What follows belongs to an exercise in optimizing a design on an open flow for small area and a short achievable clock period; a production flow would make more cautious choices. Only simulation tests tie the RTL to the original design; equivalence was not proved. Power figures rest on the tool's default switching activity, not on a simulated workload.

## flow/design.v (module list and top-level ports; edited modules follow where they fit)
// module computing_core: 1274 lines
module computing_core(
    input clk,
    input reset,
    input [31:0] data_kernel,
    input [31:0] data_in_0,
    output [31:0] data_out_0,
    output en,
    output reg done
    );
  // ...
==> flow/run.sh <==
#!/bin/bash
# synth_recipe.tcl (not shown) runs the flow's synth.tcl, then flattens the netlist and writes it again
# the make line also repeats each setting of config.mk as NAME=value (left out here)
make -C /OpenROAD-flow-scripts/flow DESIGN_CONFIG=/design/flow/config.mk WORK_HOME=/design/flow/orfs CLKGATE_MAP_FILE= SYNTH_SCRIPT=/design/flow/synth_recipe.tcl finish
==> flow/config.mk <==
export PLATFORM = sky130hd
export DESIGN_NAME = computing_core
export DESIGN_NICKNAME = computing_core
export VERILOG_FILES = /design/flow/design.v
export SDC_FILE = /design/flow/constraint.sdc
export NUM_CORES = 4
export LEC_CHECK = 0
export ABC_CLOCK_PERIOD_IN_PS = 2500
export CAP_MARGIN = 20
export CORE_MARGIN = 2
export CORE_UTILIZATION = 65
export CTS_CLUSTER_DIAMETER = 80
export CTS_CLUSTER_SIZE = 30
export SETUP_SLACK_MARGIN = 5
export SLEW_MARGIN = 20
==> flow/constraint.sdc <==
create_clock -name core_clock -period 8.0 [get_ports {clk}]
set_input_delay 1.6000 -clock core_clock [delete_from_list [all_inputs] [get_ports {clk}]]
set_output_delay 1.6000 -clock core_clock [all_outputs]
set_load 0.01 [all_outputs]
==> results.py, run 1 <==
metrics = {
    "status": {
        "status": "complete, no violations",
    },
    "finish": {
        "syn_to_final_growth_pct": 8.15,
        "fillers": 3364,
        "diodes": 0,
        "largest_cell_class": "multi-input gates",
        "bufAreaShareNonClock_pct": 3.48,
    },
    "worst_setup_path": {
        "cpMostUsedCell": "fa_1",
        "end_kind": "register",
        "endpoint": "ca[159]",
    },
    "clock_tree": {
        "clock_latency_ps": 590,
        "clock-root-buffer": "clkbuf_16",
        "post_cts_buffers": 1,
        "holdBufCountCts": 0,
    },
    "pwr": {
        "power_frac_comb_pct": 45.5,
        "switchingPower_mw": 4.43,
        "p_per_area_mw_per_mm2": 347,
    },
    "timing": {
        "worst_slack_ps": 5080,
        "clock.fmax_ghz": 0.343,
        "fin_tns_setup_ps": 0,
        "hold_viol": 0,
    },
    "global_routing": {
        "grt_pass1_vias": 20263,
        "grtUsageMet3_pct": 3.58,
        "met2_usage_pct": 49.6,
        "grt_pass1_wl_um": 111000,
    },
    "synthesis": {
        "async_flop_share_pct": 1.45,
        "synth_most_common_cell": "dfxtp_1",
        "syn-num-nets": 2992,
    },
    "placement": {
        "hpwl_um": 47300,
        "place_area_mm2": 0.0321,
    },
    "hold_path": {
        "worstHoldPathCells": 0,
    },
}
==> run 2: changes to the inputs <==
==> flow/flow/run.sh (new file) <==
#!/bin/bash
# Own flow: the standard layout, with two changes to how the layout is made:
# the port buffers are plain buffers (buf_2) instead of the delay cells
# buffer_ports picks by default, and timing repair aims at a tighter setup margin.
# Each step's full output goes to a log file in the work folder.
set -uo pipefail
bash standard.sh synth > synth.log 2>&1 || { tail -n 50 synth.log; exit 1; }
bash standard.sh "BUFFER_PORTS_ARGS=-buffer_cell sky130_fd_sc_hd__buf_2" SETUP_SLACK_MARGIN=5.25 finish > layout.log 2>&1 || { tail -n 50 layout.log; exit 1; }
==> flow/standard.sh (new file) <==
#!/bin/bash
# synth_recipe.tcl (not shown) runs the flow's synth.tcl, then flattens the netlist and writes it again
# the make line also repeats each setting of config.mk as NAME=value (left out here)
make -C /OpenROAD-flow-scripts/flow DESIGN_CONFIG=/design/flow/config.mk WORK_HOME=/design/flow/orfs CLKGATE_MAP_FILE= SYNTH_SCRIPT=/design/flow/synth_recipe.tcl "${@:-finish}"
--- a/flow/config.mk
+++ b/flow/config.mk
@@ -8,7 +8,7 @@
 export ABC_CLOCK_PERIOD_IN_PS = 2500
 export CAP_MARGIN = 20
 export CORE_MARGIN = 2
-export CORE_UTILIZATION = 65
+export CORE_UTILIZATION = 75
 export CTS_CLUSTER_DIAMETER = 80
 export CTS_CLUSTER_SIZE = 30
 export SETUP_SLACK_MARGIN = 5
removed: flow/run.sh
==> run 2 against run 1 <==
Compared with the run above:
- still clean
- power down 0.31%
- sequential power about the same
- clock skew down 8.9 ps
- non-clock buffer count up 7
- global-route usage up 3.8 points
- clock power down 14%
- critical path type is now register to primary output
- largest power group unchanged
==> results.py, run 2 <==
metrics = {
    "synthesis": {
        "synth_area_mm2": 0.0308,
        "synth_area_leaders": "dfxtp_1 27%, edfxtp_1 19%, fa_1 16%",
        "syn_inst": 2606,
        "yosys_most_used_dff": "dfxtp_1",
        "ys_ff_latch": 620,
        "synth_cell_types": 69,
        "syn-num-nets": 2992,
        "synth-edff-count": 192,
        "synth_common_cells": "419 x dfxtp_1, 347 x inv_1, 320 x a22oi_1",
        "synth_area_per_cell_um2": 11.8,
        "synth_warnings": 1,
        "yosysTopAreaCell": "dfxtp_1",
        "yosysTopAreaCellShare_pct": 27.2,
        "yosysSeqAreaShare_pct": 46.7,
        "async_flop_share_pct": 1.45,
        "synth_most_common_cell": "dfxtp_1",
    },
    "finish": {
        "layout_commonest_cell": "dfxtp_1",
        "final_cell_mix": "353 x dfxtp_1, 325 x inv_1, 320 x a22oi_1",
        "regArea_mm2": 0.0145,
        "largest_reg_flops": 167,
        "syn_to_final_growth_pct": 6.22,
        "multi_input_area_mm2": 0.0145,
        "fillers": 2423,
        "drive_above_1_share_pct": 12.6,
        "final_area_mm2": 0.0327,
        "final_nets": 2981,
        "largest-register": "ca",
    },
    "worst_setup_path": {
        "cp_max_fo": 1,
        "crit_required_ps": 6400,
        "cp.arrival_ps": 1160,
        "criticalPathCategory": "register to primary output",
        "start_kind": "register",
        "end_kind": "primary output",
    },
    "timing": {
        "clock-skew-final_ps": 27.1,
        "timing.final.crit_share_pct": 34.5,
        "finalCriticalPeriod_ps": 2760,
        "worst_pin_slew_ps": 850,
        "rsz0062_at_grt": "yes",
        "drv_slew": 0,
        "hold_viol": 0,
        "clock.fmax_ghz": 0.363,
        "fin_tns_setup_ps": 0,
        "slew_headroom_pct": 43.3,
        "setup_violations": 0,
    },
    "pwr": {
        "leakage_nw": 13.4,
        "p_per_area_mw_per_mm2": 352,
        "peakVddDrop_uv": 303,
    },
    "global_routing": {
        "grt_usage_pct": 32.6,
        "globalRouteMet1Util_pct": 43.1,
        "grt_pass1_wl_um": 107000,
        "top_usage_layer": "met2",
        "grt-ovfl-total": 0,
        "grt_max_degree": 64,
        "grtUsageMet3_pct": 3.92,
        "antenna_found_initial": 4,
        "grt_pass1_vias": 19696,
        "met2_usage_pct": 54.9,
    },
    "routing": {
        "drc": 0,
        "routed_via_density": 6.16,
        "wl_um": 67900,
        "dr_total_vias": 19392,
        "dr.first_iter.drc_count": 1981,
        "first_pass_iters": 9,
        "final_antenna_net_count": 0,
        "wire_per_inst_um": 21.6,
    },
    "floorplan": {
        "dieWidth_um": 207,
        "die_h_um": 207,
        "io_pins": 100,
        "rows": 74,
        "fp.coreArea_mm2": 0.0406,
        "design.die.area_mm2": 0.0427,
        "initial_core_util_pct": 75.8,
    },
    "clock_tree": {
        "clk_pin_slew_ps": 110,
        "numCtsBuffers": 27,
        "cts_tree": "yes",
        "cts_sinks": 620,
        "clock_latency_ps": 620,
        "cts_max_level": 1,
        "cts_buffer_depth": 3,
        "clock-root-buffer": "clkbuf_16",
    },
    "hold_path": {
        "hp-class": "register to register",
    },
    "placement": {
        "place_area_mm2": 0.0315,
        "io_buffers": 99,
        "gp_congestion": 0.881,
        "hpwl_um": 47600,
    },
    "run": {
        "cap_violations": 0,
    },
    "status": {
        "status": "complete, no violations",
    },
}
run 2: changes by cell type in the layout (fill, tap and decap cells not counted), moves of 4 or more:
| cell | before | now |
|---|---|---|
| buf_2 | 0 | 99 |
| buf_4 | 28 | 32 |
| clkbuf_16 | 38 | 27 |
| clkdlybuf4s50_1 | 65 | 0 |
| dfxtp_1 | 389 | 353 |
| dfxtp_2 | 28 | 51 |
| dfxtp_4 | 2 | 15 |
| dlygate4sd2_1 | 34 | 0 |
| inv_1 | 347 | 325 |
| inv_2 | 0 | 22 |
run 2: final timing paths:
path,from,end,slack [ps],cells after the start
hold / removal,kr1[8],kr2[8],340,0
hold reg to reg,kr1[8],kr2[8],340,0
min in group asynchronous,reset,st[2],810,1
max in group asynchronous,reset,st[0],6990,1
setup reg to reg,ca[143],acc1[28],5290,8
setup / recovery,en_b,en,5240,2
run 2: cell families (layout without fill, tap and decap cells):
| family | count (synthesis) | count (layout) | synth area share (%) |
|---|---|---|---|
| flip-flops | 620 | 620 | 46.7 |
| buffers and inverters | 523 | 531 | 6.49 |
| AO/OA/AOI/OAI | 495 | 495 | 11.8 |
| XOR/XNOR | 349 | 349 | 9.95 |
| adder cells (fa/ha/maj) | 320 | 320 | 19.1 |
| AND/OR/NAND/NOR | 263 | 263 | 4.64 |
| multiplexers | 36 | 36 | 1.32 |
| other | 0 | 2 | 0 |
run 2: routing by layer:
| metal | share of wire [%] | routed length (µm) |
|---|---|---|
| met1 | 38 | 26100 |
| met2 | 50 | 33800 |
| met3 | 7.1 | 4810 |
| met4 | 4.8 | 3240 |
| met5 | 0.032 | 22 |
run 2: layout make-up:
type                            count  area share, %
Clock inverter                     11          0.624
Sequential cell                   620           44.3
Antenna cell                        2         0.0153
Clock buffer                       37           2.21
Multi-Input combinational cell   1463           44.4
Timing Repair Buffer              134           2.38
Inverter                          349           4.01
Tap cell                          532           2.04
run 2: where the power goes:
group | internal (mW) | switching (mW) | total (mW)
Combinational | 2.33 | 3.16 | 5.49
Clock | 0.757 | 1.01 | 1.76
Sequential | 3.95 | 0.301 | 4.25
Total | 7.04 | 4.47 | 11.5
run 2: what timing repair did:
| action | CTS | global route |
|---|---|---|
| hold buffers | 0 | 0 |
| pin swaps | 3 | 44 |
| setup buffers | 3 | 3 |
| setup endpoints to repair | 53 | 68 |
| resized for setup | 43 | 81 |
run 2: critical path, cell delays in order (launching register included):
cell and delay, ps:
dfrtp_1 380, inv_1 40, buf_2 110
run 2: per-stage QoR:
stage          cells  total power, mW  util (%)  hold slack [ps]  worst slack, ps
2_1_floorplan   2606             8.14         -              310             5260
5_1_grt         3147             12.6      80.5              337             5180
6_report        3148             11.5      80.5              336             5240
4_1_cts         3143             11.5      80.0              332             5210
3_3_place_gp    3092             9.15      77.5              310             4880
3_5_place_dp    3092             9.67      77.5              312             4700
==> run 3: changes to the inputs <==
--- a/flow/config.mk
+++ b/flow/config.mk
@@ -8,7 +8,7 @@
 export ABC_CLOCK_PERIOD_IN_PS = 2500
 export CAP_MARGIN = 20
 export CORE_MARGIN = 2
-export CORE_UTILIZATION = 75
+export CORE_UTILIZATION = 65
 export CTS_CLUSTER_DIAMETER = 80
 export CTS_CLUSTER_SIZE = 30
 export SETUP_SLACK_MARGIN = 5
==> run 3 against run 2 <==
Compared with the run above:
- non-clock buffer count down 3
- wire length down 0.59%
- clock-buffer cell count is 4 higher
- setup slack gained 17 ps
- largest cell class unchanged
- global-route usage is 4.6 points lower
- still clean
- critical endpoint unchanged
==> results.py, run 3 <==
metrics = {
    "status": {
        "status": "complete, no violations",
    },
    "finish": {
        "fillers": 3418,
        "multi_input_area_mm2": 0.0145,
        "final_cell_mix": "364 x dfxtp_1, 329 x inv_1, 320 x a22oi_1",
        "final_nets": 2981,
        "final_area_mm2": 0.0328,
        "regArea_mm2": 0.0145,
        "syn_to_final_growth_pct": 6.57,
        "drive_above_1_share_pct": 12.0,
        "largest-register": "ca",
        "layout_commonest_cell": "dfxtp_1",
        "largest_reg_flops": 167,
    },
    "hold_path": {
        "hp-class": "register to register",
        "worstHoldPathCells": 0,
    },
    "run": {
        "cap_violations": 0,
    },
    "timing": {
        "clock-skew-final_ps": 19.6,
        "clock.fmax_ghz": 0.365,
        "fin_tns_setup_ps": 0,
        "finalHoldWorstSlack_ps": 337,
        "finalCriticalPeriod_ps": 2740,
        "timing.final.crit_share_pct": 34.3,
        "worst_pin_slew_ps": 881,
        "hold_viol": 0,
        "setup_violations": 0,
        "drv_slew": 0,
        "slew_headroom_pct": 41.3,
        "rsz0062_at_grt": "yes",
    },
    "global_routing": {
        "grt_max_degree": 64,
        "grt-ovfl-total": 0,
        "grt_pass1_wl_um": 109000,
        "grt_usage_pct": 28.0,
        "antenna_found_initial": 12,
        "grt_pass1_vias": 19673,
    },
    "pwr": {
        "peakVddDrop_uv": 300,
        "p_per_area_mw_per_mm2": 347,
        "leakage_nw": 13.4,
    },
    "worst_setup_path": {
        "end_kind": "primary output",
        "cp.arrival_ps": 1140,
        "criticalPathCategory": "register to primary output",
        "start_kind": "register",
        "cp_max_fo": 1,
        "crit_required_ps": 6400,
        "reg2reg_depth": 8,
    },
    "routing": {
        "final_antenna_net_count": 0,
        "dr.first_iter.drc_count": 1817,
        "wl_um": 67600,
        "wire_per_inst_um": 20.9,
        "drc": 0,
        "routed_via_density": 5.90,
        "first_pass_iters": 17,
        "dr_total_vias": 19051,
    },
    "floorplan": {
        "die_h_um": 222,
        "rows": 79,
        "design.die.area_mm2": 0.0491,
        "fp.coreArea_mm2": 0.0467,
        "dieWidth_um": 222,
        "initial_core_util_pct": 66.0,
        "io_pins": 100,
    },
    "clock_tree": {
        "cts_max_level": 1,
        "holdBufCountCts": 0,
        "clock-root-buffer": "clkbuf_16",
        "cts_sinks": 620,
        "cts_buffer_depth": 3,
        "cts_tree": "yes",
        "clock_latency_ps": 610,
        "numCtsBuffers": 30,
        "clk_pin_slew_ps": 110,
    },
    "synthesis": {
        "synth_cell_types": 69,
        "synth_area_leaders": "dfxtp_1 27%, edfxtp_1 19%, fa_1 16%",
        "ys_ff_latch": 620,
        "synth_most_common_cell": "dfxtp_1",
        "synth_area_mm2": 0.0308,
        "yosysTopAreaCellShare_pct": 27.2,
        "synth_common_cells": "419 x dfxtp_1, 347 x inv_1, 320 x a22oi_1",
        "async_flop_share_pct": 1.45,
        "syn-num-nets": 2992,
        "yosys_most_used_dff": "dfxtp_1",
        "synth_warnings": 1,
        "synth_area_per_cell_um2": 11.8,
        "syn_inst": 2606,
        "synth-edff-count": 192,
        "yosysTopAreaCell": "dfxtp_1",
        "yosysSeqAreaShare_pct": 46.7,
    },
    "placement": {
        "hpwl_um": 47000,
        "place_area_mm2": 0.0316,
        "io_buffers": 99,
        "gp_congestion": 0.846,
    },
}
[run 3: cell counts after synthesis]
Identical to the previous run, type by type.
[run 3: final cells by class]
cell class              count  area share, %
multi-input cells        1463           44.1
flip-flops and latches    620           44.1
inverters                 349           4.02
clock buffers              41           2.57
well taps                 607           2.31
repair buffers            131           2.28
clock inverters            14          0.522
diodes                      5         0.0381
[run 3: cells by family after synthesis]
kind of cell    count (synthesis)  share of synthesized area, %
mux                            36                          1.32
simple gates                  263                          4.64
flops                         620                          46.7
compound gates                495                          11.8
xor+xnor                      349                          9.95
buf+inv                       523                          6.49
fa+ha+maj                     320                          19.1
[run 3: layer usage]
| layer | global-route usage (%) | part of all wire [%] | vias up |
|---|---|---|---|
| li1 | - | - | 8726 |
| met1 | 37.4 | 41 | 9494 |
| met2 | 47.6 | 50 | 696 |
| met3 | 3.31 | 6.2 | 125 |
| met4 | 10.0 | 3.5 | 10 |
| met5 | 0 | 0.10 | - |
[run 3: path summary, 6_finish.rpt]
check,from,end,slack [ps]
setup / recovery,en_b,en,5260
hold / removal,kr1[4],kr2[4],340
setup reg to reg,ca[144],acc1[28],5310
hold reg to reg,kr1[4],kr2[4],340
max in group asynchronous,reset,st[0],6990
min in group asynchronous,reset,st[4],810
[run 3: worst max-delay path: stages, from the launching register on]
cell and delay [ps]:
dfrtp_1 370, inv_1 40, buf_2 120
[run 3: repair_timing]
action | CTS | global route
buffers inserted | 1 | 3
gates resized for setup | 40 | 53
pin swaps | 4 | 31
setup endpoints to repair | 60 | 60
[run 3: through the flow]
stage | std cells | power (mW) | setup WS [ps] | util, %
global placement | 3166 | 9.22 | 4770 | 67.7
detailed placement | 3166 | 9.61 | 4590 | 67.7
floorplan | 2606 | 8.14 | 5260 | -
global route | 3229 | 12.6 | 5200 | 70.3
finish | 3230 | 11.4 | 5260 | 70.3
CTS | 3222 | 11.5 | 5170 | 70.1
[run 3: report_power, final]
group	internal (mW)	switching, mW
clock	0.811	1.02
combinational	2.24	3.05
sequential	3.95	0.292
total	7.00	4.37

## static timing again, ports no longer ideal
In the flow no input, the clock included, has a driving cell. The finished layouts below were timed again as built, in two steps. Step 1, drivers: a clkbuf_16 drives clk and a buf_2 each remaining input, both assumed. Step 2 times the ports against the registers' clock, not the clock port: input delays grow and output delays shrink by t, the midpoint of the rising clock arrivals with the driver on. a / b / c = no drivers / after step 1 / after step 2; a / b = the first two.
| run | shift t [ns] | setup WS [ns] | worst hold slack (ns) | worst setup path at the end |
|---|---|---|---|---|
| run 1 | 0.628 | 5.083 / 5.083 / 4.749 | 0.328 / 0.328 / 0.328 | input to register |
| run 2 | 0.665 | 5.242 / 5.184 / 5.171 | 0.336 / 0.336 / 0.336 | input to register |
| run 3 | 0.662 | 5.259 / 5.200 / 5.176 | 0.337 / 0.337 / 0.337 | input to register |
After both steps setup and hold are still met in every run listed. The setup slack of run 1, which loses most, moves by 0.000 ns with the drivers and by -0.334 ns with both steps.
